Background: an optimization exercise with open tools, aiming at small area, a short achievable clock period and few clock cycles per item. Do not read the settings as production practice.
No functional check of the RTL was part of any run shown here.

`flow/run.sh`:
```
#!/bin/bash
# synth_recipe.tcl (not shown) runs the flow's synth.tcl, then flattens the netlist and writes it again
# the make line also repeats each setting of config.mk as NAME=value (left out here)
make -C /OpenROAD-flow-scripts/flow DESIGN_CONFIG=/design/flow/config.mk WORK_HOME=/design/flow/orfs CLKGATE_MAP_FILE= SYNTH_SCRIPT=/design/flow/synth_recipe.tcl finish
```
`flow/config.mk`:
```
export PLATFORM = sky130hd
export DESIGN_NAME = geofence
export DESIGN_NICKNAME = geofence
export VERILOG_FILES = /design/flow/design.v
export SDC_FILE = /design/flow/constraint.sdc
export NUM_CORES = 4
export LEC_CHECK = 0
export ABC_CLOCK_PERIOD_IN_PS = 5000
export CAP_MARGIN = 20
export CORE_MARGIN = 2
export CORE_UTILIZATION = 40
export SETUP_SLACK_MARGIN = 5
export SLEW_MARGIN = 20
```
`flow/constraint.sdc`:
```
create_clock -name core_clock -period 12.0 [get_ports {clk}]
set_input_delay 2.4000 -clock core_clock [delete_from_list [all_inputs] [get_ports {clk}]]
set_output_delay 2.4000 -clock core_clock [all_outputs]
set_load 0.01 [all_outputs]
```
`flow/design.v`:
```
module geofence ( clk,reset,X,Y,valid,is_inside);
  input clk;
  input reset;
  input [9:0] X;
  input [9:0] Y;
  output reg valid;
  output reg is_inside;
  reg  [3:0]  cnt;
  reg  [9:0]  px, py;                   
  reg  [10:0] spx, spy, sqx, sqy;       
  reg  [10:0] cpx, cpy;                 
  reg  [10:0] vcx, vcy;                 
  reg         gc;                       
  reg  [10:0] ax, ay, bx, by;           
  reg         has_l, has_r, hit;
  reg         last, c_act;              
  wire [10:0] dx = {1'b0, X} - {1'b0, px};
  wire [10:0] dy = {1'b0, Y} - {1'b0, py};
  wire s_neg, s_zero;
  xsign u_s (.ax(spx), .ay(spy), .bx(sqx), .by(sqy), .neg(s_neg), .zero(s_zero));
  wire c_neg, c_zero;
  xsign u_c (.ax(cpx), .ay(cpy), .bx(vcx), .by(vcy), .neg(c_neg), .zero(c_zero));
  wire c_pos = ~c_neg & ~c_zero;
  wire upd_a = c_act & ~gc & (~has_l | c_neg);
  wire upd_b = c_act &  gc & (~has_r | c_pos);
  wire [10:0] ax_n = upd_a ? vcx : ax;
  wire [10:0] ay_n = upd_a ? vcy : ay;
  wire [10:0] bx_n = upd_b ? vcx : bx;
  wire [10:0] by_n = upd_b ? vcy : by;
  wire pre_last = (cnt == 4'd7);
  wire use_b_n = s_neg ^ pre_last;      
  wire ok_ab = has_l & has_r & ~s_neg;
  wire ok_5  = gc ? (has_l & ~c_pos) : (has_r & ~c_neg);
  wire fin_l = has_l | ~gc;
  wire fin_r = has_r | gc;
  wire res = fin_l & fin_r & (hit | ok_ab | ok_5);
  always @(posedge clk or posedge reset) begin
    if (reset) begin
      cnt <= 4'd0;
    end else begin
      cnt <= (cnt == 4'd9) ? 4'd0 : cnt + 4'd1;
    end
  end
  always @(posedge clk) begin
    valid <= last;
    is_inside <= res;
    last <= pre_last;
    c_act <= (cnt >= 4'd3) && (cnt <= 4'd6);
    if (cnt == 4'd0) begin px <= X; py <= Y; end
    if (pre_last) begin spx <= bx_n; spy <= by_n; end
    else begin spx <= dx; spy <= dy; end
    if (cnt == 4'd1) begin sqx <= dx; sqy <= dy; end
    else if (pre_last) begin sqx <= ax_n; sqy <= ay_n; end
    vcx <= spx; vcy <= spy;
    gc <= s_neg;
    if (use_b_n) begin cpx <= bx_n; cpy <= by_n; end
    else begin cpx <= ax_n; cpy <= ay_n; end
    ax <= ax_n; ay <= ay_n; bx <= bx_n; by <= by_n;
    if (cnt == 4'd1) hit <= 1'b0;
    else if (cnt >= 4'd2 && cnt <= 4'd6 && dx == 11'd0 && dy == 11'd0) hit <= 1'b1;
    if (cnt == 4'd3) begin has_l <= 1'b0; has_r <= 1'b0; end
    else begin
      if (upd_a) has_l <= 1'b1;
      if (upd_b) has_r <= 1'b1;
    end
  end
endmodule
module xsign (input [10:0] ax, input [10:0] ay, input [10:0] bx, input [10:0] by, output neg, output zero);
  wire p1 = ax[0] & by[0];
  wire p2 = ax[0] & by[1];
  wire p3 = ax[0] & by[2];
  wire p4 = ax[0] & by[3];
  wire p5 = ax[0] & by[4];
  wire p6 = ax[0] & by[5];
  wire p7 = ax[0] & by[6];
  wire p8 = ax[0] & by[7];
  wire p9 = ax[0] & by[8];
  wire p10 = ax[0] & by[9];
  wire p11 = ~(ax[0] & by[10]);
  wire p12 = ax[1] & by[0];
  wire p13 = ax[1] & by[1];
  wire p14 = ax[1] & by[2];
  wire p15 = ax[1] & by[3];
  wire p16 = ax[1] & by[4];
  wire p17 = ax[1] & by[5];
  wire p18 = ax[1] & by[6];
  wire p19 = ax[1] & by[7];
  wire p20 = ax[1] & by[8];
  wire p21 = ax[1] & by[9];
  wire p22 = ~(ax[1] & by[10]);
  wire p23 = ax[2] & by[0];
  wire p24 = ax[2] & by[1];
  wire p25 = ax[2] & by[2];
  wire p26 = ax[2] & by[3];
  wire p27 = ax[2] & by[4];
  wire p28 = ax[2] & by[5];
  wire p29 = ax[2] & by[6];
  wire p30 = ax[2] & by[7];
  wire p31 = ax[2] & by[8];
  wire p32 = ax[2] & by[9];
  wire p33 = ~(ax[2] & by[10]);
  wire p34 = ax[3] & by[0];
  wire p35 = ax[3] & by[1];
  wire p36 = ax[3] & by[2];
  wire p37 = ax[3] & by[3];
  wire p38 = ax[3] & by[4];
  wire p39 = ax[3] & by[5];
  wire p40 = ax[3] & by[6];
  wire p41 = ax[3] & by[7];
  wire p42 = ax[3] & by[8];
  wire p43 = ax[3] & by[9];
  wire p44 = ~(ax[3] & by[10]);
  wire p45 = ax[4] & by[0];
  wire p46 = ax[4] & by[1];
  wire p47 = ax[4] & by[2];
  wire p48 = ax[4] & by[3];
  wire p49 = ax[4] & by[4];
  wire p50 = ax[4] & by[5];
  wire p51 = ax[4] & by[6];
  wire p52 = ax[4] & by[7];
  wire p53 = ax[4] & by[8];
  wire p54 = ax[4] & by[9];
  wire p55 = ~(ax[4] & by[10]);
  wire p56 = ax[5] & by[0];
  wire p57 = ax[5] & by[1];
  wire p58 = ax[5] & by[2];
  wire p59 = ax[5] & by[3];
  wire p60 = ax[5] & by[4];
  wire p61 = ax[5] & by[5];
  wire p62 = ax[5] & by[6];
  wire p63 = ax[5] & by[7];
  wire p64 = ax[5] & by[8];
  wire p65 = ax[5] & by[9];
  wire p66 = ~(ax[5] & by[10]);
  wire p67 = ax[6] & by[0];
  wire p68 = ax[6] & by[1];
  wire p69 = ax[6] & by[2];
  wire p70 = ax[6] & by[3];
  wire p71 = ax[6] & by[4];
  wire p72 = ax[6] & by[5];
  wire p73 = ax[6] & by[6];
  wire p74 = ax[6] & by[7];
  wire p75 = ax[6] & by[8];
  wire p76 = ax[6] & by[9];
  wire p77 = ~(ax[6] & by[10]);
  wire p78 = ax[7] & by[0];
  wire p79 = ax[7] & by[1];
  wire p80 = ax[7] & by[2];
  wire p81 = ax[7] & by[3];
  wire p82 = ax[7] & by[4];
  wire p83 = ax[7] & by[5];
  wire p84 = ax[7] & by[6];
  wire p85 = ax[7] & by[7];
  wire p86 = ax[7] & by[8];
  wire p87 = ax[7] & by[9];
  wire p88 = ~(ax[7] & by[10]);
  wire p89 = ax[8] & by[0];
  wire p90 = ax[8] & by[1];
  wire p91 = ax[8] & by[2];
  wire p92 = ax[8] & by[3];
  wire p93 = ax[8] & by[4];
  wire p94 = ax[8] & by[5];
  wire p95 = ax[8] & by[6];
  wire p96 = ax[8] & by[7];
  wire p97 = ax[8] & by[8];
  wire p98 = ax[8] & by[9];
  wire p99 = ~(ax[8] & by[10]);
  wire p100 = ax[9] & by[0];
  wire p101 = ax[9] & by[1];
  wire p102 = ax[9] & by[2];
  wire p103 = ax[9] & by[3];
  wire p104 = ax[9] & by[4];
  wire p105 = ax[9] & by[5];
  wire p106 = ax[9] & by[6];
  wire p107 = ax[9] & by[7];
  wire p108 = ax[9] & by[8];
  wire p109 = ax[9] & by[9];
  wire p110 = ~(ax[9] & by[10]);
  wire p111 = ~(ax[10] & by[0]);
  wire p112 = ~(ax[10] & by[1]);
  wire p113 = ~(ax[10] & by[2]);
  wire p114 = ~(ax[10] & by[3]);
  wire p115 = ~(ax[10] & by[4]);
  wire p116 = ~(ax[10] & by[5]);
  wire p117 = ~(ax[10] & by[6]);
  wire p118 = ~(ax[10] & by[7]);
  wire p119 = ~(ax[10] & by[8]);
  wire p120 = ~(ax[10] & by[9]);
  wire p121 = ax[10] & by[10];
  wire [10:0] nbx = ~bx;
  wire p122 = ay[0] & nbx[0];
  wire p123 = ay[0] & nbx[1];
  wire p124 = ay[0] & nbx[2];
  wire p125 = ay[0] & nbx[3];
  wire p126 = ay[0] & nbx[4];
  wire p127 = ay[0] & nbx[5];
  wire p128 = ay[0] & nbx[6];
  wire p129 = ay[0] & nbx[7];
  wire p130 = ay[0] & nbx[8];
  wire p131 = ay[0] & nbx[9];
  wire p132 = ~(ay[0] & nbx[10]);
  wire p133 = ay[1] & nbx[0];
  wire p134 = ay[1] & nbx[1];
  wire p135 = ay[1] & nbx[2];
  wire p136 = ay[1] & nbx[3];
  wire p137 = ay[1] & nbx[4];
  wire p138 = ay[1] & nbx[5];
  wire p139 = ay[1] & nbx[6];
  wire p140 = ay[1] & nbx[7];
  wire p141 = ay[1] & nbx[8];
  wire p142 = ay[1] & nbx[9];
  wire p143 = ~(ay[1] & nbx[10]);
  wire p144 = ay[2] & nbx[0];
  wire p145 = ay[2] & nbx[1];
  wire p146 = ay[2] & nbx[2];
  wire p147 = ay[2] & nbx[3];
  wire p148 = ay[2] & nbx[4];
  wire p149 = ay[2] & nbx[5];
  wire p150 = ay[2] & nbx[6];
  wire p151 = ay[2] & nbx[7];
  wire p152 = ay[2] & nbx[8];
  wire p153 = ay[2] & nbx[9];
  wire p154 = ~(ay[2] & nbx[10]);
  wire p155 = ay[3] & nbx[0];
  wire p156 = ay[3] & nbx[1];
  wire p157 = ay[3] & nbx[2];
  wire p158 = ay[3] & nbx[3];
  wire p159 = ay[3] & nbx[4];
  wire p160 = ay[3] & nbx[5];
  wire p161 = ay[3] & nbx[6];
  wire p162 = ay[3] & nbx[7];
  wire p163 = ay[3] & nbx[8];
  wire p164 = ay[3] & nbx[9];
  wire p165 = ~(ay[3] & nbx[10]);
  wire p166 = ay[4] & nbx[0];
  wire p167 = ay[4] & nbx[1];
  wire p168 = ay[4] & nbx[2];
  wire p169 = ay[4] & nbx[3];
  wire p170 = ay[4] & nbx[4];
  wire p171 = ay[4] & nbx[5];
  wire p172 = ay[4] & nbx[6];
  wire p173 = ay[4] & nbx[7];
  wire p174 = ay[4] & nbx[8];
  wire p175 = ay[4] & nbx[9];
  wire p176 = ~(ay[4] & nbx[10]);
  wire p177 = ay[5] & nbx[0];
  wire p178 = ay[5] & nbx[1];
  wire p179 = ay[5] & nbx[2];
  wire p180 = ay[5] & nbx[3];
  wire p181 = ay[5] & nbx[4];
  wire p182 = ay[5] & nbx[5];
  wire p183 = ay[5] & nbx[6];
  wire p184 = ay[5] & nbx[7];
  wire p185 = ay[5] & nbx[8];
  wire p186 = ay[5] & nbx[9];
  wire p187 = ~(ay[5] & nbx[10]);
  wire p188 = ay[6] & nbx[0];
  wire p189 = ay[6] & nbx[1];
  wire p190 = ay[6] & nbx[2];
  wire p191 = ay[6] & nbx[3];
  wire p192 = ay[6] & nbx[4];
  wire p193 = ay[6] & nbx[5];
  wire p194 = ay[6] & nbx[6];
  wire p195 = ay[6] & nbx[7];
  wire p196 = ay[6] & nbx[8];
  wire p197 = ay[6] & nbx[9];
  wire p198 = ~(ay[6] & nbx[10]);
  wire p199 = ay[7] & nbx[0];
  wire p200 = ay[7] & nbx[1];
  wire p201 = ay[7] & nbx[2];
  wire p202 = ay[7] & nbx[3];
  wire p203 = ay[7] & nbx[4];
  wire p204 = ay[7] & nbx[5];
  wire p205 = ay[7] & nbx[6];
  wire p206 = ay[7] & nbx[7];
  wire p207 = ay[7] & nbx[8];
  wire p208 = ay[7] & nbx[9];
  wire p209 = ~(ay[7] & nbx[10]);
  wire p210 = ay[8] & nbx[0];
  wire p211 = ay[8] & nbx[1];
  wire p212 = ay[8] & nbx[2];
  wire p213 = ay[8] & nbx[3];
  wire p214 = ay[8] & nbx[4];
  wire p215 = ay[8] & nbx[5];
  wire p216 = ay[8] & nbx[6];
  wire p217 = ay[8] & nbx[7];
  wire p218 = ay[8] & nbx[8];
  wire p219 = ay[8] & nbx[9];
  wire p220 = ~(ay[8] & nbx[10]);
  wire p221 = ay[9] & nbx[0];
  wire p222 = ay[9] & nbx[1];
  wire p223 = ay[9] & nbx[2];
  wire p224 = ay[9] & nbx[3];
  wire p225 = ay[9] & nbx[4];
  wire p226 = ay[9] & nbx[5];
  wire p227 = ay[9] & nbx[6];
  wire p228 = ay[9] & nbx[7];
  wire p229 = ay[9] & nbx[8];
  wire p230 = ay[9] & nbx[9];
  wire p231 = ~(ay[9] & nbx[10]);
  wire p232 = ~(ay[10] & nbx[0]);
  wire p233 = ~(ay[10] & nbx[1]);
  wire p234 = ~(ay[10] & nbx[2]);
  wire p235 = ~(ay[10] & nbx[3]);
  wire p236 = ~(ay[10] & nbx[4]);
  wire p237 = ~(ay[10] & nbx[5]);
  wire p238 = ~(ay[10] & nbx[6]);
  wire p239 = ~(ay[10] & nbx[7]);
  wire p240 = ~(ay[10] & nbx[8]);
  wire p241 = ~(ay[10] & nbx[9]);
  wire p242 = ay[10] & nbx[10];
  wire p243 = ~ay[10];
  wire s244, c245;
  assign {c245, s244} = p10 + p20 + p30;
  wire s246, c247;
  assign {c247, s246} = p11 + p21 + p31;
  wire s248, c249;
  assign {c249, s248} = p41 + p51 + p61;
  wire s250, c251;
  assign {c251, s250} = p71 + p81 + p91;
  wire s252, c253;
  assign {c253, s252} = p22 + p32 + p42;
  wire s254, c255;
  assign {c255, s254} = p52 + p62 + p72;
  wire s256 = p82 ^ p92;
  wire c257 = p82 & p92;
  wire s258, c259;
  assign {c259, s258} = p33 + p43 + p53;
  wire s260, c261;
  assign {c261, s260} = p7 + p17 + p27;
  wire s262, c263;
  assign {c263, s262} = p8 + p18 + p28;
  wire s264, c265;
  assign {c265, s264} = p38 + p48 + p58;
  wire s266 = p68 ^ p78;
  wire c267 = p68 & p78;
  wire s268, c269;
  assign {c269, s268} = p9 + p19 + p29;
  wire s270, c271;
  assign {c271, s270} = p39 + p49 + p59;
  wire s272, c273;
  assign {c273, s272} = p69 + p79 + p89;
  wire s274, c275;
  assign {c275, s274} = p130 + p140 + p150;
  wire s276 = p160 ^ p170;
  wire c277 = p160 & p170;
  wire s278, c279;
  assign {c279, s278} = p40 + p50 + p60;
  wire s280, c281;
  assign {c281, s280} = p70 + p80 + p90;
  wire s282, c283;
  assign {c283, s282} = p100 + p131 + p141;
  wire s284, c285;
  assign {c285, s284} = p151 + p161 + p171;
  wire s286, c287;
  assign {c287, s286} = p181 + p191 + p201;
  wire s288 = p211 ^ p221;
  wire c289 = p211 & p221;
  wire s290, c291;
  assign {c291, s290} = p101 + p111 + p132;
  wire s292, c293;
  assign {c293, s292} = p142 + p152 + p162;
  wire s294, c295;
  assign {c295, s294} = p172 + p182 + p192;
  wire s296, c297;
  assign {c297, s296} = p202 + p212 + p222;
  wire s298, c299;
  assign {c299, s298} = p232 + p243 + 1'b1;
  wire s300, c301;
  assign {c301, s300} = c245 + s246 + s248;
  wire s302, c303;
  assign {c303, s302} = p102 + p112 + p143;
  wire s304, c305;
  assign {c305, s304} = p153 + p163 + p173;
  wire s306, c307;
  assign {c307, s306} = p183 + p193 + p203;
  wire s308, c309;
  assign {c309, s308} = p213 + p223 + p233;
  wire s310, c311;
  assign {c311, s310} = 1'b1 + c247 + c249;
  wire s312, c313;
  assign {c313, s312} = c251 + s252 + s254;
  wire s314, c315;
  assign {c315, s314} = p63 + p73 + p83;
  wire s316, c317;
  assign {c317, s316} = p93 + p103 + p113;
  wire s318, c319;
  assign {c319, s318} = p154 + p164 + p174;
  wire s320, c321;
  assign {c321, s320} = p184 + p194 + p204;
  wire s322, c323;
  assign {c323, s322} = p214 + p224 + p234;
  wire s324, c325;
  assign {c325, s324} = c253 + c255 + c257;
  wire s326, c327;
  assign {c327, s326} = p44 + p54 + p64;
  wire s328, c329;
  assign {c329, s328} = p74 + p84 + p94;
  wire s330, c331;
  assign {c331, s330} = p104 + p114 + p165;
  wire s332, c333;
  assign {c333, s332} = p175 + p185 + p195;
  wire s334, c335;
  assign {c335, s334} = p205 + p215 + p225;
  wire s336, c337;
  assign {c337, s336} = p55 + p65 + p75;
  wire s338, c339;
  assign {c339, s338} = p85 + p95 + p105;
  wire s340, c341;
  assign {c341, s340} = p115 + p176 + p186;
  wire s342, c343;
  assign {c343, s342} = p66 + p76 + p86;
  wire s344, c345;
  assign {c345, s344} = p5 + p15 + p25;
  wire s346, c347;
  assign {c347, s346} = p6 + p16 + p26;
  wire s348, c349;
  assign {c349, s348} = p36 + p46 + p56;
  wire s350 = p127 ^ p137;
  wire c351 = p127 & p137;
  wire s352, c353;
  assign {c353, s352} = p37 + p47 + p57;
  wire s354, c355;
  assign {c355, s354} = p67 + p128 + p138;
  wire s356, c357;
  assign {c357, s356} = p148 + p158 + p168;
  wire s358 = p178 ^ p188;
  wire c359 = p178 & p188;
  wire s360, c361;
  assign {c361, s360} = p129 + p139 + p149;
  wire s362, c363;
  assign {c363, s362} = p159 + p169 + p179;
  wire s364, c365;
  assign {c365, s364} = p189 + p199 + ay[7];
  wire s366, c367;
  assign {c367, s366} = c261 + s262 + s264;
  wire s368, c369;
  assign {c369, s368} = p180 + p190 + p200;
  wire s370, c371;
  assign {c371, s370} = p210 + ay[8] + c263;
  wire s372, c373;
  assign {c373, s372} = c265 + c267 + s268;
  wire s374, c375;
  assign {c375, s374} = s270 + s272 + s274;
  wire s376, c377;
  assign {c377, s376} = ay[9] + c269 + c271;
  wire s378, c379;
  assign {c379, s378} = c273 + c275 + c277;
  wire s380, c381;
  assign {c381, s380} = s278 + s280 + s282;
  wire s382, c383;
  assign {c383, s382} = s284 + s286 + s288;
  wire s384, c385;
  assign {c385, s384} = c279 + c281 + c283;
  wire s386, c387;
  assign {c387, s386} = c285 + c287 + c289;
  wire s388, c389;
  assign {c389, s388} = s290 + s292 + s294;
  wire s390, c391;
  assign {c391, s390} = s296 + s298 + s250;
  wire s392, c393;
  assign {c393, s392} = c291 + c293 + c295;
  wire s394, c395;
  assign {c395, s394} = c297 + c299 + s302;
  wire s396, c397;
  assign {c397, s396} = s304 + s306 + s308;
  wire s398, c399;
  assign {c399, s398} = s256 + c301 + s310;
  wire s400, c401;
  assign {c401, s400} = c303 + c305 + c307;
  wire s402, c403;
  assign {c403, s402} = c309 + s314 + s316;
  wire s404, c405;
  assign {c405, s404} = s318 + s320 + s322;
  wire s406, c407;
  assign {c407, s406} = s258 + c311 + c313;
  wire s408, c409;
  assign {c409, s408} = p235 + c315 + c317;
  wire s410, c411;
  assign {c411, s410} = c319 + c321 + c323;
  wire s412, c413;
  assign {c413, s412} = s326 + s328 + s330;
  wire s414, c415;
  assign {c415, s414} = s332 + s334 + c259;
  wire s416, c417;
  assign {c417, s416} = p196 + p206 + p216;
  wire s418, c419;
  assign {c419, s418} = p226 + p236 + c327;
  wire s420, c421;
  assign {c421, s420} = c329 + c331 + c333;
  wire s422, c423;
  assign {c423, s422} = c335 + s336 + s338;
  wire s424, c425;
  assign {c425, s424} = p96 + p106 + p116;
  wire s426, c427;
  assign {c427, s426} = p187 + p197 + p207;
  wire s428, c429;
  assign {c429, s428} = p217 + p227 + p237;
  wire s430, c431;
  assign {c431, s430} = c337 + c339 + c341;
  wire s432, c433;
  assign {c433, s432} = p77 + p87 + p97;
  wire s434, c435;
  assign {c435, s434} = p107 + p117 + p198;
  wire s436, c437;
  assign {c437, s436} = p208 + p218 + p228;
  wire s438, c439;
  assign {c439, s438} = p88 + p98 + p108;
  wire s440 = p3 ^ p13;
  wire c441 = p3 & p13;
  wire s442, c443;
  assign {c443, s442} = p4 + p14 + p24;
  wire s444, c445;
  assign {c445, s444} = p34 + p125 + p135;
  wire s446, c447;
  assign {c447, s446} = p35 + p45 + p126;
  wire s448, c449;
  assign {c449, s448} = p136 + p146 + p156;
  wire s450 = p166 ^ ay[4];
  wire c451 = p166 & ay[4];
  wire s452, c453;
  assign {c453, s452} = p147 + p157 + p167;
  wire s454, c455;
  assign {c455, s454} = p177 + ay[5] + c345;
  wire s456, c457;
  assign {c457, s456} = s346 + s348 + s350;
  wire s458, c459;
  assign {c459, s458} = ay[6] + c347 + c349;
  wire s460, c461;
  assign {c461, s460} = c351 + s352 + s354;
  wire s462, c463;
  assign {c463, s462} = s356 + s358 + s260;
  wire s464, c465;
  assign {c465, s464} = c353 + c355 + c357;
  wire s466, c467;
  assign {c467, s466} = c359 + s360 + s362;
  wire s468, c469;
  assign {c469, s468} = s364 + s266 + s366;
  wire s470, c471;
  assign {c471, s470} = c361 + c363 + c365;
  wire s472, c473;
  assign {c473, s472} = s368 + s276 + c367;
  wire s474, c475;
  assign {c475, s474} = s370 + s372 + s374;
  wire s476, c477;
  assign {c477, s476} = c369 + s244 + c371;
  wire s478, c479;
  assign {c479, s478} = c373 + c375 + s376;
  wire s480, c481;
  assign {c481, s480} = s378 + s380 + s382;
  wire s482, c483;
  assign {c483, s482} = c377 + c379 + c381;
  wire s484, c485;
  assign {c485, s484} = c383 + s384 + s386;
  wire s486, c487;
  assign {c487, s486} = s388 + s390 + s300;
  wire s488, c489;
  assign {c489, s488} = c385 + c387 + c389;
  wire s490, c491;
  assign {c491, s490} = c391 + s392 + s394;
  wire s492, c493;
  assign {c493, s492} = s396 + s312 + s398;
  wire s494, c495;
  assign {c495, s494} = c393 + c395 + c397;
  wire s496, c497;
  assign {c497, s496} = s400 + s402 + s404;
  wire s498, c499;
  assign {c499, s498} = s324 + c399 + s406;
  wire s500, c501;
  assign {c501, s500} = c401 + c403 + c405;
  wire s502, c503;
  assign {c503, s502} = s408 + s410 + s412;
  wire s504, c505;
  assign {c505, s504} = s414 + c325 + c407;
  wire s506, c507;
  assign {c507, s506} = s416 + s340 + c409;
  wire s508, c509;
  assign {c509, s508} = c411 + c413 + c415;
  wire s510, c511;
  assign {c511, s510} = s418 + s420 + s422;
  wire s512, c513;
  assign {c513, s512} = c417 + s424 + s426;
  wire s514, c515;
  assign {c515, s514} = s428 + s342 + c419;
  wire s516, c517;
  assign {c517, s516} = c421 + c423 + s430;
  wire s518, c519;
  assign {c519, s518} = p238 + c425 + c427;
  wire s520, c521;
  assign {c521, s520} = c429 + s432 + s434;
  wire s522, c523;
  assign {c523, s522} = s436 + c343 + c431;
  wire s524, c525;
  assign {c525, s524} = p118 + p209 + p219;
  wire s526, c527;
  assign {c527, s526} = p229 + p239 + c433;
  wire s528, c529;
  assign {c529, s528} = c435 + c437 + s438;
  wire s530, c531;
  assign {c531, s530} = p99 + p109 + p119;
  wire s532, c533;
  assign {c533, s532} = p220 + p230 + p240;
  wire s534 = p2 ^ p12;
  wire c535 = p2 & p12;
  wire s536, c537;
  assign {c537, s536} = p23 + p124 + p134;
  wire s538 = p144 ^ ay[2];
  wire c539 = p144 & ay[2];
  wire s540, c541;
  assign {c541, s540} = p145 + p155 + ay[3];
  wire s542, c543;
  assign {c543, s542} = c441 + s442 + s444;
  wire s544, c545;
  assign {c545, s544} = c443 + c445 + s446;
  wire s546, c547;
  assign {c547, s546} = s448 + s450 + s344;
  wire s548, c549;
  assign {c549, s548} = c447 + c449 + c451;
  wire s550, c551;
  assign {c551, s550} = s452 + s454 + s456;
  wire s552, c553;
  assign {c553, s552} = c453 + c455 + c457;
  wire s554, c555;
  assign {c555, s554} = s458 + s460 + s462;
  wire s556, c557;
  assign {c557, s556} = c459 + c461 + c463;
  wire s558, c559;
  assign {c559, s558} = s464 + s466 + s468;
  wire s560, c561;
  assign {c561, s560} = c465 + c467 + s470;
  wire s562, c563;
  assign {c563, s562} = c469 + s472 + s474;
  wire s564, c565;
  assign {c565, s564} = c471 + c473 + c475;
  wire s566, c567;
  assign {c567, s566} = s476 + s478 + s480;
  wire s568, c569;
  assign {c569, s568} = c477 + c479 + c481;
  wire s570, c571;
  assign {c571, s570} = s482 + s484 + s486;
  wire s572, c573;
  assign {c573, s572} = c483 + c485 + c487;
  wire s574, c575;
  assign {c575, s574} = s488 + s490 + s492;
  wire s576, c577;
  assign {c577, s576} = c489 + c491 + s494;
  wire s578, c579;
  assign {c579, s578} = s496 + c493 + s498;
  wire s580, c581;
  assign {c581, s580} = c495 + c497 + s500;
  wire s582, c583;
  assign {c583, s582} = s502 + c499 + s504;
  wire s584, c585;
  assign {c585, s584} = c501 + c503 + s506;
  wire s586, c587;
  assign {c587, s586} = s508 + s510 + c505;
  wire s588, c589;
  assign {c589, s588} = s512 + c507 + c509;
  wire s590, c591;
  assign {c591, s590} = c511 + s514 + s516;
  wire s592, c593;
  assign {c593, s592} = c513 + s518 + s520;
  wire s594, c595;
  assign {c595, s594} = c515 + c517 + s522;
  wire s596, c597;
  assign {c597, s596} = s524 + c519 + c521;
  wire s598, c599;
  assign {c599, s598} = s526 + s528 + c523;
  wire s600, c601;
  assign {c601, s600} = c525 + s530 + s532;
  wire s602, c603;
  assign {c603, s602} = c439 + c527 + c529;
  wire s604, c605;
  assign {c605, s604} = p110 + p120 + p231;
  wire s606, c607;
  assign {c607, s606} = p241 + c531 + c533;
  wire s608 = p123 ^ p133;
  wire c609 = p123 & p133;
  wire s610, c611;
  assign {c611, s610} = c535 + s536 + s538;
  wire s612, c613;
  assign {c613, s612} = c537 + c539 + s540;
  wire s614, c615;
  assign {c615, s614} = c541 + c543 + s544;
  wire s616, c617;
  assign {c617, s616} = c545 + c547 + s548;
  wire s618, c619;
  assign {c619, s618} = c549 + c551 + s552;
  wire s620, c621;
  assign {c621, s620} = c553 + c555 + s556;
  wire s622, c623;
  assign {c623, s622} = c557 + s560 + c559;
  wire s624, c625;
  assign {c625, s624} = c561 + c563 + s564;
  wire s626, c627;
  assign {c627, s626} = c565 + c567 + s568;
  wire s628, c629;
  assign {c629, s628} = c569 + c571 + s572;
  wire s630, c631;
  assign {c631, s630} = c573 + s576 + c575;
  wire s632, c633;
  assign {c633, s632} = c577 + s580 + c579;
  wire s634, c635;
  assign {c635, s634} = c581 + s584 + c583;
  wire s636, c637;
  assign {c637, s636} = c585 + s588 + s590;
  wire s638, c639;
  assign {c639, s638} = s592 + c589 + c591;
  wire s640, c641;
  assign {c641, s640} = c593 + s596 + c595;
  wire s642, c643;
  assign {c643, s642} = s600 + c597 + s602;
  wire s644, c645;
  assign {c645, s644} = s604 + c601 + s606;
  wire s646, c647;
  assign {c647, s646} = p121 + p242 + c605;
  wire s648 = p1 ^ p122;
  wire c649 = p1 & p122;
  wire s650, c651;
  assign {c651, s650} = ay[1] + s608 + s534;
  wire s652, c653;
  assign {c653, s652} = c609 + s440 + s610;
  wire s654, c655;
  assign {c655, s654} = c611 + s612 + s542;
  wire s656, c657;
  assign {c657, s656} = c613 + s546 + s614;
  wire s658, c659;
  assign {c659, s658} = c615 + s616 + s550;
  wire s660, c661;
  assign {c661, s660} = c617 + s554 + s618;
  wire s662, c663;
  assign {c663, s662} = c619 + s620 + s558;
  wire s664, c665;
  assign {c665, s664} = c621 + s562 + s622;
  wire s666, c667;
  assign {c667, s666} = s566 + c623 + s624;
  wire s668, c669;
  assign {c669, s668} = s570 + c625 + s626;
  wire s670, c671;
  assign {c671, s670} = c627 + s628 + s574;
  wire s672, c673;
  assign {c673, s672} = c629 + s578 + s630;
  wire s674, c675;
  assign {c675, s674} = s582 + c631 + s632;
  wire s676, c677;
  assign {c677, s676} = s586 + c633 + s634;
  wire s678, c679;
  assign {c679, s678} = s636 + c587 + c635;
  wire s680, c681;
  assign {c681, s680} = s594 + c637 + s638;
  wire s682, c683;
  assign {c683, s682} = s598 + c639 + s640;
  wire s684, c685;
  assign {c685, s684} = s642 + c599 + c641;
  wire s686, c687;
  assign {c687, s686} = s644 + c603 + c643;
  wire s688, c689;
  assign {c689, s688} = s646 + c607 + c645;
  wire [21:0] r0 = {c689, c687, c685, c683, c681, c679, c677, c675, c673, c671, c669, c667, c665, c663, c661, c659, c657, c655, c653, c651, c649, s648};
  wire [21:0] r1 = {c647, s688, s686, s684, s682, s680, s678, s676, s674, s672, s670, s668, s666, s664, s662, s660, s658, s656, s654, s652, s650, ay[0]};
  wire [21:0] sum = r0 + r1;
  assign neg = sum[21];
  wire [21:0] zc = {r0[20:0] | r1[20:0], 1'b0};
  assign zero = &(~(r0 ^ r1 ^ zc));
endmodule
```
==> out/results.ini, run 1 <==
[outcome]
run_status=timing/DRC/antenna clean

[yosys]
synth_cell_type_count=60
ys_seq_elements=164
synth-edff-count=42
synth_area_leader_cell=fa_1
ys.flop_type=dfxtp_1
ys_warn_count=1
syn_area_um2=20400
avgSynthCellArea_um2=10.2
postSynthNetCount=2546
synthDominantCellAreaShare_pct=41.2
synth_area_leaders=fa_1, dfxtp_1, inv_1, ha_1, edfxtp_1
synth.yosys.seq_area_share_pct=18.2
synth_cells=2000
async_reset_ff_share_pct=2.44

[cells_and_area]
layout_common_cells=fa_1, inv_1, nor2b_1, and2_1, nand2_1
nNetsFinal=2540
layout_commonest_cell=fa_1
area_growth_pct=10.1
diodes=0
final_cell_area_um2=22500
utilization_pct=44.7
final_layout_size_suffix_gt1_share_pct=8.72

[place]
port_buffers=23
postPlaceCellArea_um2=21200
gp_congestion=0.856
hpwl_mm=41.2
place_ws_ns=4.39

[floorplan]
ios=24
die_h_um=230
die_area_um2=52900
num_rows=82
core_area_um2=50300
start_util_pct=40.6
die_w_um=230

[clock_network]
htree_levels=4
postCtsHoldBufs=0
cts_sinks=164
clk_pin_slew_ns=0.07
numCtsBuffers=17
clock_latency_ns=0.43
cts_root_buf=clkbuf_16
cts_tree=yes
cts.path.max_buffers=2

[detailed_routing]
route.met3.wl_mm=2.65
ant_nets=0
avgRoutedWirePerCell_um=19.7
finalWirelength_mm=52.8
drt-met1-wl_mm=21.9
wl_met2_mm=26.8
viasPerCell=5.00
drtIter0Drc=667
vias=13400
drcViolationCount=0
topRoutingLayerUsed=met5
drtPass1Iterations=5

[global_routing]
grt_usage_pct=20.8
antenna_found_initial=1
grt_max_degree=40
grt_pass1_wl_mm=83.7
grt-ovfl-total=0
grt_pass1_vias=14800

[worst_setup_path]
cp_cell_sequence=nand2_1 -> fa_1 -> fa_1 -> fa_1 -> fa_1 -> fa_1 -> fa_1 -> inv_1 -> ha_1 -> nand4_1 -> nor3_4 -> o211ai_1 -> buf_4 -> and4_2 -> o31ai_4 -> buf_12 -> buf_12 -> mux2_2 -> nand2_1 -> o21ai_1
required_ns=12.14
end_kind=register
critical_path.max_fanout=13
cp.arrival_ns=6.96
cp_num_buf_inv=4
crit_slowest_cell=dfxtp_1
max_stage_delay_ns=0.71
cp-start-kind=register
critical_path.most_common_cell=fa_1
crit_type=register to register
crit_family=adder cells

[timing]
finalSetupViolations=0
min_period_over_period_pct=56.8
rsz0062_at_grt=no
skew_ns=0.0129
worst_pin_slew_ns=0.865
slew_headroom_pct=41.9
holdWs_ns=0.336
setup_tns_ns=0
finalHoldViolCount=0
timing.fmax_mhz=147
period_needed_ns=6.81
setup_ws_ns=5.19
drv_slew=0

[job]
cap_viol_max_count=0

[worst_hold_path]
hold_class=register to register

-- cell usage after synthesis, types with 6 or more instances --
cell and n:
nor3_1 8, nand2b_1 63, o21ai_1 18, ha_1 104
xnor2_1 32, nor4_1 8, a21o_1 7, nor2_1 72
xor2_1 6, nand2_1 133, mux2i_1 79, o21ai_0 11
and2_1 147, nand3_1 6, inv_1 366, dfxtp_1 118
fa_1 420, nand4_1 8, nor2b_1 154, clkbuf_1 92
a21oi_1 36, edfxtp_1 42
-- repair_timing --
action                     in CTS  in global routing
pin swaps                       6                 11
gates cloned                    1                  1
buffers inserted                4                 34
setup endpoints to repair     110                107
resized for setup              51                 61
-- path summary, 6_finish.rpt --
kind                       startpoint  endpoint  slack [ns]  cells past startpoint
max                            vcy[1]    sqy[5]        5.19                     20
min                              last     valid        0.34                      0
max reg2reg                    vcy[1]    sqy[5]        5.19                     20
min reg2reg                      last     valid        0.34                      0
max in group asynchronous       reset    cnt[1]        9.72                      2
min in group asynchronous       reset    cnt[2]        2.14                      2
-- layer usage --
layer | vias up | global-route usage, %
li1 | 5984 | -
met1 | 6970 | 26.7
met2 | 347 | 36.5
met3 | 86 | 3.06
met4 | 2 | 5.56
met5 | - | 0
-- registers in the layout, summed over array words and instances, names as in the netlist, 10 cells and up --
| register | cells |
|---|---|
| ax | 11 |
| cpy | 11 |
| spx | 11 |
| ay | 11 |
| sqy | 11 |
| spy | 11 |
| vcy | 11 |
| by | 11 |
| py | 10 |
| bx | 11 |
| sqx | 11 |
| px | 10 |
| cpx | 11 |
| vcx | 11 |
-- worst register-to-register path: stages (launching register included) --
cell and delay [ns]:
dfxtp_1 0.71, nand2_1 0.14, fa_1 0.54, fa_1 0.45, fa_1 0.47, fa_1 0.51, fa_1 0.53, fa_1 0.61
inv_1 0.06, ha_1 0.31, nand4_1 0.24, nor3_4 0.29, o211ai_1 0.15, buf_4 0.19, and4_2 0.27, o31ai_4 0.22
buf_12 0.15, buf_12 0.15, mux2_2 0.38, nand2_1 0.07, o21ai_1 0.09
-- cell type report --
class                      count  area [um^2]
inverter                     369         1400
clock inverter                13          111
timing repair buffer          76          716
sequential                   164         3810
multi-input combinational   1366        15100
tap                          672          841
fill                        4769        27800
clock buffer                  19          464
-- stage by stage --
step,std cells
2_1_floorplan,2000
3_3_place_gp,2607
3_5_place_dp,2607
4_1_cts,2644
5_1_grt,2679
6_report,2679
-- cell families (layout without fill, tap and decap cells) --
logic type               count (synthesis)  after routing  synth area share [%]
flip-flops                             164            164                  18.2
multiplexers                            84             84                  4.15
AO/OA/AOI/OAI                          105            105                  3.29
adder cells (fa/ha/maj)                524            524                  47.5
buffers and inverters                  470            477                  8.80
AND/OR/NAND/NOR                        614            614                  16.3
XOR/XNOR                                39             39                  1.74
==> inputs of run 2 (changes only) <==
--- a/flow/config.mk
+++ b/flow/config.mk
@@ -5,9 +5,7 @@
 export SDC_FILE = /design/flow/constraint.sdc
 export NUM_CORES = 4
 export LEC_CHECK = 0
-export ABC_CLOCK_PERIOD_IN_PS = 5000
 export CAP_MARGIN = 20
 export CORE_MARGIN = 2
 export CORE_UTILIZATION = 40
-export SETUP_SLACK_MARGIN = 5
 export SLEW_MARGIN = 20
==> out/results.ini, run 2 <==
[outcome]
run_status=timing/DRC/antenna clean  ; unchanged

[timing]
rsz0062_at_grt=no  ; unchanged
slew_headroom_pct=42.1  ; was 41.9%
period_needed_ns=7.66  ; was 6.81 ns
worst_pin_slew_ns=0.868  ; was 0.865 ns
finalHoldViolCount=0  ; unchanged
min_period_over_period_pct=63.8  ; was 56.8%
setup_tns_ns=0  ; unchanged
drv_slew=0  ; unchanged
finalSetupViolations=0  ; unchanged
skew_ns=0.0129  ; about the same
timing.fmax_mhz=131  ; was 147 MHz

[yosys]
synth_area_leader_cell=fa_1  ; unchanged
synthSimpleGateAreaFrac_pct=16.3  ; unchanged
synth_cells=2000  ; unchanged
syn_area_um2=20400  ; unchanged
synth-edff-count=42  ; unchanged
synthDominantCellAreaShare_pct=41.2  ; unchanged
synth_cell_type_count=60  ; unchanged
ys.flop_type=dfxtp_1  ; unchanged
yosys.area_share.adder_pct=47.5  ; unchanged
synth_most_common_cell=fa_1  ; unchanged
async_reset_ff_share_pct=2.44  ; unchanged
synth_compound_area_share_pct=3.29  ; unchanged
ys_top_cells_by_count=fa_1, inv_1, nor2b_1, and2_1, nand2_1  ; unchanged
postSynthNetCount=2546  ; unchanged
synth_xor_area_share_pct=1.74  ; unchanged
avgSynthCellArea_um2=10.2  ; unchanged
synth_area_leaders=fa_1, dfxtp_1, inv_1, ha_1, edfxtp_1  ; unchanged
muxShareOfSynthArea_pct=4.15  ; unchanged
synth.yosys.seq_area_share_pct=18.2  ; unchanged
synth_top_family_by_area=adder cells  ; unchanged
ys_warn_count=1  ; unchanged
ys_seq_elements=164  ; unchanged

[worst_hold_path]
hold_class=register to register  ; unchanged

[detailed_routing]
avgRoutedWirePerCell_um=19.6  ; was 19.7 um
drcViolationCount=0  ; unchanged
drtIter0Drc=838  ; was 667
finalWirelength_mm=51.8  ; was 52.8 mm
viasPerCell=5.00  ; about the same
vias=13200  ; was 13,400
drtPass1Iterations=5  ; unchanged
ant_nets=0  ; unchanged

[worst_setup_path]
crit_type=register to register  ; unchanged
cp.arrival_ns=7.79  ; was 6.96 ns
cp-start-kind=register  ; unchanged
critical_path.max_fanout=22  ; was 13
required_ns=12.13  ; was 12.14 ns
end_kind=register  ; unchanged

[cells_and_area]
layout_commonest_cell=fa_1  ; unchanged
area_growth_pct=6.62  ; was 10.1%
utilization_pct=43.3  ; was 44.7%
ff_latch_area_um2=3720  ; was 3810 um^2
final_cell_area_um2=21800  ; was 22,500 um^2
layout_common_cells=fa_1, inv_1, nor2b_1, and2_1, nand2_1  ; unchanged
multi_input_area_um2=14900  ; was 15,100 um^2
nNetsFinal=2500  ; was 2,540
final_layout_size_suffix_gt1_share_pct=3.00  ; was 8.72%
fill_cells=4832  ; was 4,769

[floorplan]
start_util_pct=40.6  ; unchanged
die_area_um2=52900  ; unchanged
die_w_um=230  ; unchanged
core_area_um2=50300  ; unchanged
ios=24  ; unchanged
die_h_um=230  ; unchanged
num_rows=82  ; unchanged

[clock_network]
postCtsSetupRepairBufs=0  ; was 4
cts.path.max_buffers=2  ; unchanged
ctsResizeCount=0  ; was 51
cts_tree=yes  ; unchanged
clk_pin_slew_ns=0.07  ; about the same
cts_root_buf=clkbuf_16  ; unchanged
postCtsHoldBufs=0  ; unchanged
htree_levels=4  ; unchanged
clock_latency_ns=0.43  ; about the same
numCtsBuffers=17  ; unchanged
cts_sinks=164  ; unchanged

[global_routing]
grt_pass1_vias=14700  ; was 14,800
grt_usage_pct=20.6  ; was 20.8%
grt-ovfl-total=0  ; unchanged
antenna_found_initial=1  ; unchanged
grt_max_degree=40  ; unchanged
grt_pass1_wl_mm=83.1  ; was 83.7 mm

[place]
port_buffers=23  ; unchanged
hpwl_mm=41.2  ; unchanged
postPlaceCellArea_um2=21200  ; unchanged
gp_congestion=0.856  ; unchanged

[job]
cap_viol_max_count=0  ; unchanged

-- run 2: cell counts after synthesis --
No cell type changed its count.
-- run 2: critical path, cell delays in order (launching register included) --
cell and delay (ns):
dfxtp_1 0.69, nand2_1 0.16, fa_1 0.53, fa_1 0.48
fa_1 0.52, fa_1 0.54, fa_1 0.46, fa_1 0.54
inv_1 0.05, fa_1 0.56, inv_1 0.05, ha_1 0.30
nand4_1 0.17, nor3_2 0.34, o211ai_1 0.35, and4_1 0.38
o31ai_4 0.17, buf_4 0.42, mux2_2 0.41, nand2_1 0.07
o21ai_0 0.13
-- run 2: cell families after synthesis --
| family | Yosys count |
|---|---|
| AO/OA/AOI/OAI | 105 |
| XOR/XNOR | 39 |
| adder cells (fa/ha/maj) | 524 |
| buffers and inverters | 470 |
| flip-flops | 164 |
| multiplexers | 84 |
| AND/OR/NAND/NOR | 614 |
-- run 2: layer usage --
| layer | track usage (%) | vias up | share of wire [%] |
|---|---|---|---|
| li1 | - | 5901 | - |
| met1 | 26.4 | 6871 | 41 |
| met2 | 36.3 | 349 | 51 |
| met3 | 3.06 | 76 | 4.8 |
| met4 | 5.28 | 2 | 2.4 |
| met5 | 0 | - | 0.019 |
-- run 2: area by class of cell --
cell class | instances | share of cell area, %
multi-input cells | 1366 | 68.5
flip-flops and latches | 164 | 17.1
inverters | 369 | 6.36
well taps | 672 | 3.86
clock buffers | 19 | 2.13
repair buffers | 36 | 1.51
clock inverters | 13 | 0.511
diodes | 1 | 0.0115
-- run 2: worst paths after layout --
kind,start,end,slack [ns],cells after the start
worst max register to register,vcy[5],sqy[5],4.34,20
worst min-delay path,last,valid,0.34,0
max in group asynchronous,reset,cnt[1],9.72,2
worst max-delay path,vcy[5],sqy[5],4.34,20
worst min register to register,last,valid,0.34,0
min in group asynchronous,reset,cnt[2],2.14,2
-- run 2: stage by stage --
stage | setup slack, ns | hold WS [ns] | cells
after detailed placement | 4.39 | 0.321 | 2607
after floorplan | 5.42 | 0.310 | 2000
final | 4.34 | 0.336 | 2640
after CTS | 4.37 | 0.337 | 2639
after global routing | 4.05 | 0.356 | 2639
after global placement | 4.43 | 0.313 | 2607
==> inputs of run 3 (changes only) <==
==> flow/design.v (replaced) <==
module geofence ( clk,reset,X,Y,valid,is_inside);
  input clk;
  input reset;
  input [9:0] X;
  input [9:0] Y;
  output reg valid;
  output reg is_inside;
  parameter RST    = 3'b000,
            GET    = 3'b001,
            SORT   = 3'b010,
            DETECT = 3'b011,
            VALID  = 3'b100;
  reg [9:0] DUT_X;
  reg [9:0] DUT_Y;
  reg [9:0] receiver_x [0:5];
  reg [9:0] receiver_y [0:5];
  reg [2:0] counter;
  reg [2:0] state;
  reg [2:0] n_state;
  reg [2:0] index1;
  reg [2:0] index2;
  wire signed [10:0] x0;
  wire signed [10:0] y0;
  wire signed [10:0] x1;
  wire signed [10:0] y1;
  wire signed [10:0] x2;
  wire signed [10:0] y2;
  wire signed [10:0] Ax;
  wire signed [10:0] Ay;
  wire signed [10:0] Bx;
  wire signed [10:0] By;
  wire signed [20:0] mul_Ax_By;
  wire signed [20:0] mul_Ay_Bx;
  assign x0 = (state==SORT)?{1'b0, receiver_x[0]}:{1'b0, DUT_X};
  assign y0 = (state==SORT)?{1'b0, receiver_y[0]}:{1'b0, DUT_Y};
  assign x1 = {1'b0, receiver_x[index1]};
  assign y1 = {1'b0, receiver_y[index1]};
  assign x2 = {1'b0, receiver_x[index2]};
  assign y2 = {1'b0, receiver_y[index2]};
  assign Ax = x1 - x0;
  assign Ay = y1 - y0;
  assign Bx = x2 - x0;
  assign By = y2 - y0;
  assign mul_Ax_By = Ax * By;
  assign mul_Ay_Bx = Ay * Bx;
  always@(posedge clk or posedge reset)begin
    if(reset)begin
      state <= RST;
    end else begin
      state <= n_state;
    end
  end
  always@(posedge clk)begin
    if(state==RST)begin
      counter <= 3'd0;
    end else if(state!=n_state)begin
      counter <= 3'd0;
    end else begin
      counter <= counter + 3'd1;
    end
  end
  always@(posedge clk)begin
    if(state==RST)begin
      DUT_X <= X;
      DUT_Y <= Y;
    end
  end
  always@(posedge clk)begin
    if(state==GET)begin
      receiver_x[counter] <= X;
      receiver_y[counter] <= Y;
    end else if(state==SORT && mul_Ax_By>mul_Ay_Bx)begin
      receiver_x[index1] <= x2[9:0];
      receiver_y[index1] <= y2[9:0];
      receiver_x[index2] <= x1[9:0];
      receiver_y[index2] <= y1[9:0];
    end
  end
  always@(posedge clk)begin
    if(state==GET)begin
      index1 <= 3'd1;
    end else if(state==SORT && n_state==DETECT)begin
      index1 <= 3'd0;
    end else if(state==DETECT || index2==3'd5)begin
      index1 <= index1 + 3'd1;
    end else begin
      index1 <= index1;
    end
  end
  always@(posedge clk)begin
    if(state==GET)begin
      index2 <= 3'd2;
    end else if(state==SORT && n_state==DETECT)begin
      index2 <= 3'd1;
    end else if(state==DETECT)begin
      index2 <= (index2==3'd5)?3'd0:index2 + 3'd1;
    end else if(index2==3'd5)begin
      index2 <= index1 + 3'd2;
    end else begin
      index2 <= index2 + 3'd1;
    end
  end
  always@(posedge clk)begin
    if(mul_Ax_By<mul_Ay_Bx && index1==3'd5)begin
      is_inside <= 1'b1;
    end else begin
      is_inside <= 1'b0;
    end
  end
  always@(*)begin
    case(state)
      RST:begin
        valid = 1'b0;
        n_state = GET;
      end
      GET:begin
        valid = 1'b0;
        n_state = (counter==3'd5)?SORT:GET;
      end
      SORT:begin
        valid = 1'b0;
        n_state = (index1==3'd4 && index2==3'd5)?DETECT:SORT;
      end
      DETECT:begin
        valid = 1'b0;
        n_state = (mul_Ax_By>mul_Ay_Bx || index1==3'd5)?VALID:DETECT;
      end
      VALID:begin
        valid = 1'b1;
        n_state = RST;
      end
      default:begin
        valid = 1'b0;
        n_state = RST;
      end
    endcase
  end
endmodule
==> out/results.ini, run 3 <==
[outcome]
run_status=timing/DRC/antenna clean  ; unchanged

[global_routing]
grt_max_degree=40  ; unchanged
grt_usage_pct=21.8  ; was 20.6%
grt_pass1_wl_mm=85.4  ; was 83.1 mm
grt_pass1_vias=15400  ; was 14,700
grt-ovfl-total=0  ; unchanged
antenna_found_initial=0  ; was 1

[yosys]
postSynthNetCount=2449  ; was 2,546
synth.yosys.seq_area_share_pct=22.6  ; was 18.2%
synthDominantCellAreaShare_pct=23.2  ; was 41.2%
synth_cell_type_count=80  ; was 60
synth_area_leaders=fa_1, edfxtp_1, ha_1, mux2i_1, inv_1  ; was fa_1, dfxtp_1, inv_1, ha_1, edfxtp_1
synth_most_common_cell=inv_1  ; was fa_1
synth-edff-count=140  ; was 42
ys.flop_type=edfxtp_1  ; was dfxtp_1
synth_cells=2040  ; was 2,000
synth_area_leader_cell=fa_1  ; unchanged
avgSynthCellArea_um2=9.74  ; was 10.2 um^2
ys_warn_count=1  ; unchanged
ys_top_cells_by_count=inv_1, nor2_1, fa_1, ha_1, mux2i_1  ; was fa_1, inv_1, nor2b_1, and2_1, nand2_1
async_reset_ff_share_pct=1.96  ; was 2.44%
syn_area_um2=19900  ; was 20,400 um^2
ys_seq_elements=153  ; was 164

[place]
place_ws_ns=0.438  ; was 4.39 ns
hpwl_mm=44.3  ; was 41.2 mm
port_buffers=23  ; unchanged
postPlaceCellArea_um2=21400  ; was 21,200 um^2
gp_congestion=0.911  ; was 0.856

[cells_and_area]
fill_cells=4624  ; was 4,832
final_layout_size_suffix_gt1_share_pct=9.99  ; was 3.00%
multi_input_area_um2=13800  ; was 14,900 um^2
layout_common_cells=inv_1, nor2_1, fa_1, ha_1, mux2i_1  ; was fa_1, inv_1, nor2b_1, and2_1, nand2_1
area_growth_pct=10.9  ; was 6.62%
nNetsFinal=2509  ; was 2,500
utilization_pct=45.0  ; was 43.3%
layout_commonest_cell=inv_1  ; was fa_1
ff_latch_area_um2=4490  ; was 3720 um^2
top_regs=receiver_x (60), receiver_y (60)
diodes=0  ; was 1
final_cell_area_um2=22000  ; was 21,800 um^2

[worst_setup_path]
max_stage_delay_ns=0.86  ; was 0.69 ns
crit_type=register to register  ; unchanged
critical_path.most_common_cell=a21oi_1  ; was fa_1
cp.arrival_ns=11.41  ; was 7.79 ns
cp-start-kind=register  ; unchanged
rr_startpoint=index2[0]  ; was vcy[5]
reg2reg_depth=43  ; was 20
end_kind=register  ; unchanged
required_ns=12.13  ; about the same
crit_slowest_cell=dfxtp_2  ; was dfxtp_1
cp_num_buf_inv=8  ; was 3
r2r_slack_ns=0.72  ; was 4.34 ns
rr_endpoint=receiver_x[4][8]  ; was sqy[5]
critical_path.max_fanout=25  ; was 22
crit_family=adder cells  ; unchanged

[worst_hold_path]
min_to=state[1]  ; was valid
hold_class=register to register  ; unchanged
holdPathStages=1  ; was 0
holdCritStartpoint=state[2]  ; was last

[clock_network]
numCtsBuffers=17  ; unchanged
cts_root_buf=clkbuf_16  ; unchanged
postCtsHoldBufs=0  ; unchanged
clk_pin_slew_ns=0.06  ; was 0.07 ns
htree_levels=4  ; unchanged
cts_tree=yes  ; unchanged
cts_sinks=153  ; was 164
clock_latency_ns=0.43  ; about the same
cts.path.max_buffers=2  ; unchanged

[floorplan]
start_util_pct=40.6  ; about the same
core_area_um2=49000  ; was 50,300 um^2
die_area_um2=51500  ; was 52,900 um^2
die_w_um=227  ; was 230 um
num_rows=81  ; was 82
die_h_um=227  ; was 230 um
ios=24  ; unchanged

[detailed_routing]
avgRoutedWirePerCell_um=19.4  ; was 19.6 um
drtIter0Drc=1063  ; was 838
viasPerCell=5.28  ; was 5.00
ant_nets=0  ; unchanged
finalWirelength_mm=53.8  ; was 51.8 mm
vias=14700  ; was 13,200
drcViolationCount=0  ; unchanged
drtPass1Iterations=5  ; unchanged

[timing]
timing.fmax_mhz=88.7  ; was 131 MHz
slew_headroom_pct=31.4  ; was 42.1%
min_period_over_period_pct=94.0  ; was 63.8%
rsz0062_at_grt=no  ; unchanged
finalSetupViolations=0  ; unchanged
skew_ns=0.0115  ; was 0.0129 ns
drv_slew=0  ; unchanged
period_needed_ns=11.28  ; was 7.66 ns
finalHoldViolCount=0  ; unchanged
worst_pin_slew_ns=1.02  ; was 0.868 ns
setup_ws_ns=0.725  ; was 4.34 ns

[job]
cap_viol_max_count=0  ; unchanged

-- run 3: metrics by stage --
step	hold WS (ns)	cells	TNS, ns
6_report	0.604	2776	0
5_1_grt	0.630	2776	0
4_1_cts	0.652	2776	0
3_5_place_dp	0.643	2745	0
3_3_place_gp	0.627	2745	0
2_1_floorplan	0.519	2040	-14.07
-- run 3: worst max path at each step --
stage | startpoint | to | slack, ns | cells past startpoint
after floorplan | state[1] | receiver_x[4][0] | -0.24 | 43
after global routing | index1[1] | receiver_y[4][9] | 0.003 | 46
after global placement | index1[1] | receiver_x[4][7] | 0.75 | 44
after detailed placement | index1[1] | receiver_x[4][9] | 0.44 | 43
final | index2[0] | receiver_x[4][8] | 0.72 | 43
after CTS | index1[1] | receiver_y[4][9] | 0.40 | 44
-- run 3: cell type report --
class                      instances  area share [%]
multi-input combinational       1454            62.6
sequential                       153            20.4
inverter                         360            6.13
timing repair buffer             114            4.50
tap                              664            3.77
clock buffer                      18            1.95
clock inverter                    13           0.670
-- run 3: cells by family (layout without fill, tap and decap cells) --
| logic type | Yosys count | count (layout) | share of synthesized area (%) |
|---|---|---|---|
| and+or+nand+nor | 526 | 526 | 11.8 |
| buffers and inverters | 433 | 505 | 8.33 |
| adders and majority gates | 388 | 388 | 33.1 |
| AOI/OAI and AO/OA | 258 | 258 | 8.01 |
| muxes | 190 | 190 | 12.2 |
| DFF | 153 | 153 | 22.6 |
| xor gates and xnor gates | 92 | 92 | 4.06 |
-- run 3: layer usage --
metal  part of all wire, %  global-route usage, %  vias up  wire length [um]
li1                      -                      -     6852                 -
met1                    42                   28.3     7272             22500
met2                    49                   37.7      442             26500
met3                   5.5                   2.09       87              2970
met4                   3.5                   8.40        0              1890
met5                     0                      0        -                 0
-- run 3: repair_timing --
| item | CTS | global route |
|---|---|---|
| endpoints found under the setup margin | 0 | 229 |
| buffers inserted | 0 | 0 |
| gates resized for setup | 0 | 15 |
==> inputs of run 4 (changes only) <==
==> flow/design.v (replaced) <==
module geofence ( clk,reset,X,Y,valid,is_inside);
  input clk;
  input reset;
  input [9:0] X;
  input [9:0] Y;
  output reg valid;
  output reg is_inside;
  reg  [3:0]  cnt;      
  reg  [9:0]  px, py;   
  reg  signed [10:0] v0x, v0y;    
  reg  signed [10:0] vsx, vsy;    
  reg  signed [10:0] vcx, vcy;    
  reg         gc;                 
  reg  signed [10:0] ax, ay, bx, by;    
  reg         has_l, has_r, hit;
  wire signed [10:0] dx = $signed({1'b0, X}) - $signed({1'b0, px});
  wire signed [10:0] dy = $signed({1'b0, Y}) - $signed({1'b0, py});
  wire last = (cnt == 4'd8);
  wire signed [10:0] s_px = last ? bx : vsx;
  wire signed [10:0] s_py = last ? by : vsy;
  wire signed [10:0] s_qx = last ? ax : v0x;
  wire signed [10:0] s_qy = last ? ay : v0y;
  wire signed [21:0] s_d = s_px * s_qy - s_py * s_qx;
  wire s_neg = s_d[21];
  wire use_b = gc ^ last;
  wire signed [10:0] c_px = use_b ? bx : ax;
  wire signed [10:0] c_py = use_b ? by : ay;
  wire signed [21:0] c_d = c_px * vcy - c_py * vcx;
  wire c_neg = c_d[21];
  wire c_pos = ~c_d[21] & (|c_d);
  wire c_act = (cnt >= 4'd4) && (cnt <= 4'd7);
  wire upd_a = c_act & ~gc & (~has_l | c_neg);
  wire upd_b = c_act &  gc & (~has_r | c_pos);
  wire ok_ab = has_l & has_r & ~s_neg;
  wire ok_5  = gc ? (has_l & ~c_pos) : (has_r & ~c_neg);
  wire fin_l = has_l | ~gc;
  wire fin_r = has_r | gc;
  wire res = fin_l & fin_r & (hit | ok_ab | ok_5);
  always @(posedge clk or posedge reset) begin
    if (reset) begin
      cnt <= 4'd0;
    end else begin
      cnt <= (cnt == 4'd9) ? 4'd0 : cnt + 4'd1;
    end
  end
  always @(posedge clk) begin
    valid <= last;
    is_inside <= res;
    vsx <= dx; vsy <= dy;
    vcx <= vsx; vcy <= vsy;
    gc <= s_neg;
    if (cnt == 4'd0) begin px <= X; py <= Y; end
    if (cnt == 4'd1) begin v0x <= dx; v0y <= dy; end
    if (cnt == 4'd1) hit <= 1'b0;
    else if (cnt >= 4'd2 && cnt <= 4'd6 && dx == 0 && dy == 0) hit <= 1'b1;
    if (cnt == 4'd3) begin has_l <= 1'b0; has_r <= 1'b0; end
    else begin
      if (upd_a) begin ax <= vcx; ay <= vcy; has_l <= 1'b1; end
      if (upd_b) begin bx <= vcx; by <= vcy; has_r <= 1'b1; end
    end
  end
endmodule
==> out/results.ini, run 4 <==
[yosys]
synth_area_leaders=fa_1, edfxtp_1, ha_1, inv_1, dfxtp_1  ; was fa_1, edfxtp_1, ha_1, mux2i_1, inv_1
ys.flop_type=edfxtp_1  ; unchanged
ys_warn_count=1  ; unchanged
synth_cell_type_count=65  ; was 80
postSynthNetCount=3141  ; was 2,449
syn_area_um2=24400  ; was 19,900 um^2
synth-edff-count=86  ; was 140
synthDominantCellAreaShare_pct=43.6  ; was 23.2%
ys_top_cells_by_count=inv_1, fa_1, nand2_1, ha_1, nor2_1  ; was inv_1, nor2_1, fa_1, ha_1, mux2i_1
synth_cells=2408  ; was 2,040
synth_area_leader_cell=fa_1  ; unchanged
synth_most_common_cell=inv_1  ; unchanged
synth.yosys.seq_area_share_pct=15.1  ; was 22.6%
avgSynthCellArea_um2=10.1  ; was 9.74 um^2
ys_seq_elements=140  ; was 153
async_reset_ff_share_pct=2.86  ; was 1.96%

[clock_network]
postCtsHoldBufs=0  ; unchanged
clock_latency_ns=0.42  ; was 0.43 ns
numCtsBuffers=17  ; unchanged
htree_levels=4  ; unchanged
cts.path.max_buffers=2  ; unchanged
cts_sinks=140  ; was 153
clk_pin_slew_ns=0.06  ; about the same
cts_tree=yes  ; unchanged
cts_root_buf=clkbuf_16  ; unchanged
ctsResizeCount=0  ; unchanged
postCtsSetupRepairBufs=0  ; unchanged

[detailed_routing]
drcViolationCount=0  ; unchanged
vias=15800  ; was 14,700
avgRoutedWirePerCell_um=18.1  ; was 19.4 um
drtIter0Drc=882  ; was 1,063
finalWirelength_mm=57.6  ; was 53.8 mm
ant_nets=0  ; unchanged
viasPerCell=4.96  ; was 5.28
drtPass1Iterations=6  ; was 5

[floorplan]
die_h_um=251  ; was 227 um
core_area_um2=60400  ; was 49,000 um^2
die_area_um2=63000  ; was 51,500 um^2
num_rows=90  ; was 81
start_util_pct=40.4  ; was 40.6%
die_w_um=251  ; was 227 um
ios=24  ; unchanged

[place]
gp_congestion=0.930  ; was 0.911
place_ws_ns=1.79  ; was 0.438 ns
hpwl_mm=49.5  ; was 44.3 mm
port_buffers=23  ; unchanged
postPlaceCellArea_um2=25500  ; was 21,400 um^2

[global_routing]
antenna_found_initial=0  ; unchanged
grt-ovfl-total=0  ; unchanged
grt_pass1_wl_mm=95.4  ; was 85.4 mm
grt_max_degree=47  ; was 40
grt_usage_pct=19.5  ; was 21.8%
grt_pass1_vias=17800  ; was 15,400

[timing]
skew_ns=0.0105  ; was 0.0115 ns
worst_pin_slew_ns=1.02  ; about the same
rsz0062_at_grt=no  ; unchanged
slew_headroom_pct=29.8  ; was 31.4%
min_period_over_period_pct=84.2  ; was 94.0%
finalHoldViolCount=0  ; unchanged
setup_ws_ns=1.90  ; was 0.725 ns
timing.fmax_mhz=99.0  ; was 88.7 MHz
drv_slew=0  ; unchanged
period_needed_ns=10.10  ; was 11.28 ns
setup_tns_ns=0  ; unchanged
finalSetupViolations=0  ; unchanged

[cells_and_area]
final_cell_area_um2=26100  ; was 22,000 um^2
nNetsFinal=3123  ; was 2,509
area_growth_pct=6.81  ; was 10.9%
final_layout_size_suffix_gt1_share_pct=5.04  ; was 9.99%
fill_cells=5793  ; was 4,624
layout_common_cells=inv_1, fa_1, nand2_1, ha_1, nor2_1  ; was inv_1, nor2_1, fa_1, ha_1, mux2i_1
layout_commonest_cell=inv_1  ; unchanged

[job]
cap_viol_max_count=0  ; unchanged

[outcome]
run_status=timing/DRC/antenna clean  ; unchanged

[worst_setup_path]
end_kind=register  ; unchanged
crit_family=adder cells  ; unchanged
rr_endpoint=by[3]  ; was receiver_x[4][8]
rr_startpoint=cnt[3]  ; was index2[0]
max_stage_delay_ns=0.88  ; was 0.86 ns
crit_type=register to register  ; unchanged
critical_path.most_common_cell=fa_1  ; was a21oi_1
crit_start=cnt[3]  ; was index2[0]
cp-start-kind=register  ; unchanged
cp.arrival_ns=10.14  ; was 11.41 ns
reg2reg_depth=27  ; was 43
cp_num_buf_inv=6  ; was 8
required_ns=12.04  ; was 12.13 ns
r2r_slack_ns=1.90  ; was 0.72 ns
crit_slowest_cell=mux2i_1  ; was dfxtp_2
critical_path.max_fanout=29  ; was 25

[worst_hold_path]
min_to=vcy[9]  ; was state[1]
holdPathStages=0  ; was 1
holdCritStartpoint=vsy[9]  ; was state[2]
hold_class=register to register  ; unchanged

[run 4: cell types whose count changed in the layout (fill, tap and decap cells not counted), moves of 22 or more]
cell      delta
a21oi_1     -96
and2_1     +102
buf_4       -69
dfxtp_1     +45
edfxtp_1    -54
fa_1       +302
ha_1        +22
inv_1      +236
mux2_2      +41
mux2i_1     -94
mux4_2      -40
nand2_1     +53
nor2_1      -70
nor2b_1     +42
[run 4: cell families after synthesis]
| kind of cell | count (synthesis) | share of synthesized area, % |
|---|---|---|
| adder cells (fa/ha/maj) | 711 | 52.8 |
| XOR/XNOR | 63 | 2.32 |
| multiplexers | 99 | 4.30 |
| AO/OA/AOI/OAI | 115 | 3.04 |
| AND/OR/NAND/NOR | 608 | 12.1 |
| flip-flops | 140 | 15.1 |
| buffers and inverters | 672 | 10.4 |
[run 4: area by class of cell]
class / instances / area [um^2] / area share (%)
Multi-Input combinational cell: 1596 / 18200 / 70.0
Timing Repair Buffer: 39 / 358 / 1.37
Clock inverter: 12 / 138 / 0.528
Antenna cell: 1 / 2.50 / 0.00960
Sequential cell: 140 / 3680 / 14.1
Clock buffer: 20 / 437 / 1.67
Inverter: 596 / 2240 / 8.58
Tap cell: 782 / 978 / 3.75
[run 4: worst max path at each step]
stage,cells past startpoint,slack [ns],to
floorplan,27,2.64,ax[0]
finish,27,1.90,by[3]
global route,27,1.34,by[5]
CTS,27,1.79,by[3]
detailed placement,27,1.79,bx[0]
global placement,27,2.16,bx[0]
[run 4: layer usage]
| metal | track usage (%) | up-vias | routed length (um) |
|---|---|---|---|
| li1 | - | 7153 | - |
| met1 | 25.9 | 8180 | 24500 |
| met2 | 33.8 | 389 | 28700 |
| met3 | 2.18 | 77 | 2790 |
| met4 | 5.44 | 0 | 1590 |
| met5 | 0 | - | 0 |
[run 4: per-stage QoR]
step | hold WS (ns) | std cells | utilization [%]
finish | 0.351 | 3186 | 43.2
global placement | 0.341 | 3152 | 42.2
CTS | 0.352 | 3185 | 43.2
detailed placement | 0.339 | 3153 | 42.2
global route | 0.359 | 3185 | 43.2
floorplan | 0.327 | 2408 | -

[static timing again, ports no longer ideal]
In the flow no input, the clock included, has a driving cell. The finished layouts below were timed again as built, in two steps. Step 1 assumes that a clkbuf_16 drives the clock port and a buf_2 every other input. Step 2 also shifts input and output timing later by t, the mid clock arrival at the registers, as if the neighbouring blocks saw the same clock. Three values: ideal, step 1, step 2; two values: the first two.
run	shift t [ns]	slack for setup (ns)	latest minus earliest clock arrival (ns)	slew at the worst register clock pin (ns)	worst data-port slew with drivers (ns)
run 1	0.464	5.186 / 5.186 / 5.186	0.012 / 0.013	0.07 / 0.07	0.05
run 2	0.463	4.340 / 4.340 / 4.340	0.013 / 0.013	0.07 / 0.07	0.05
run 3	0.468	0.725 / 0.725 / 0.725	0.012 / 0.011	0.07 / 0.07	0.06
run 4	0.464	1.899 / 1.899 / 1.899	0.012 / 0.011	0.07 / 0.07	0.07
After both steps setup and hold are still met in every run listed.
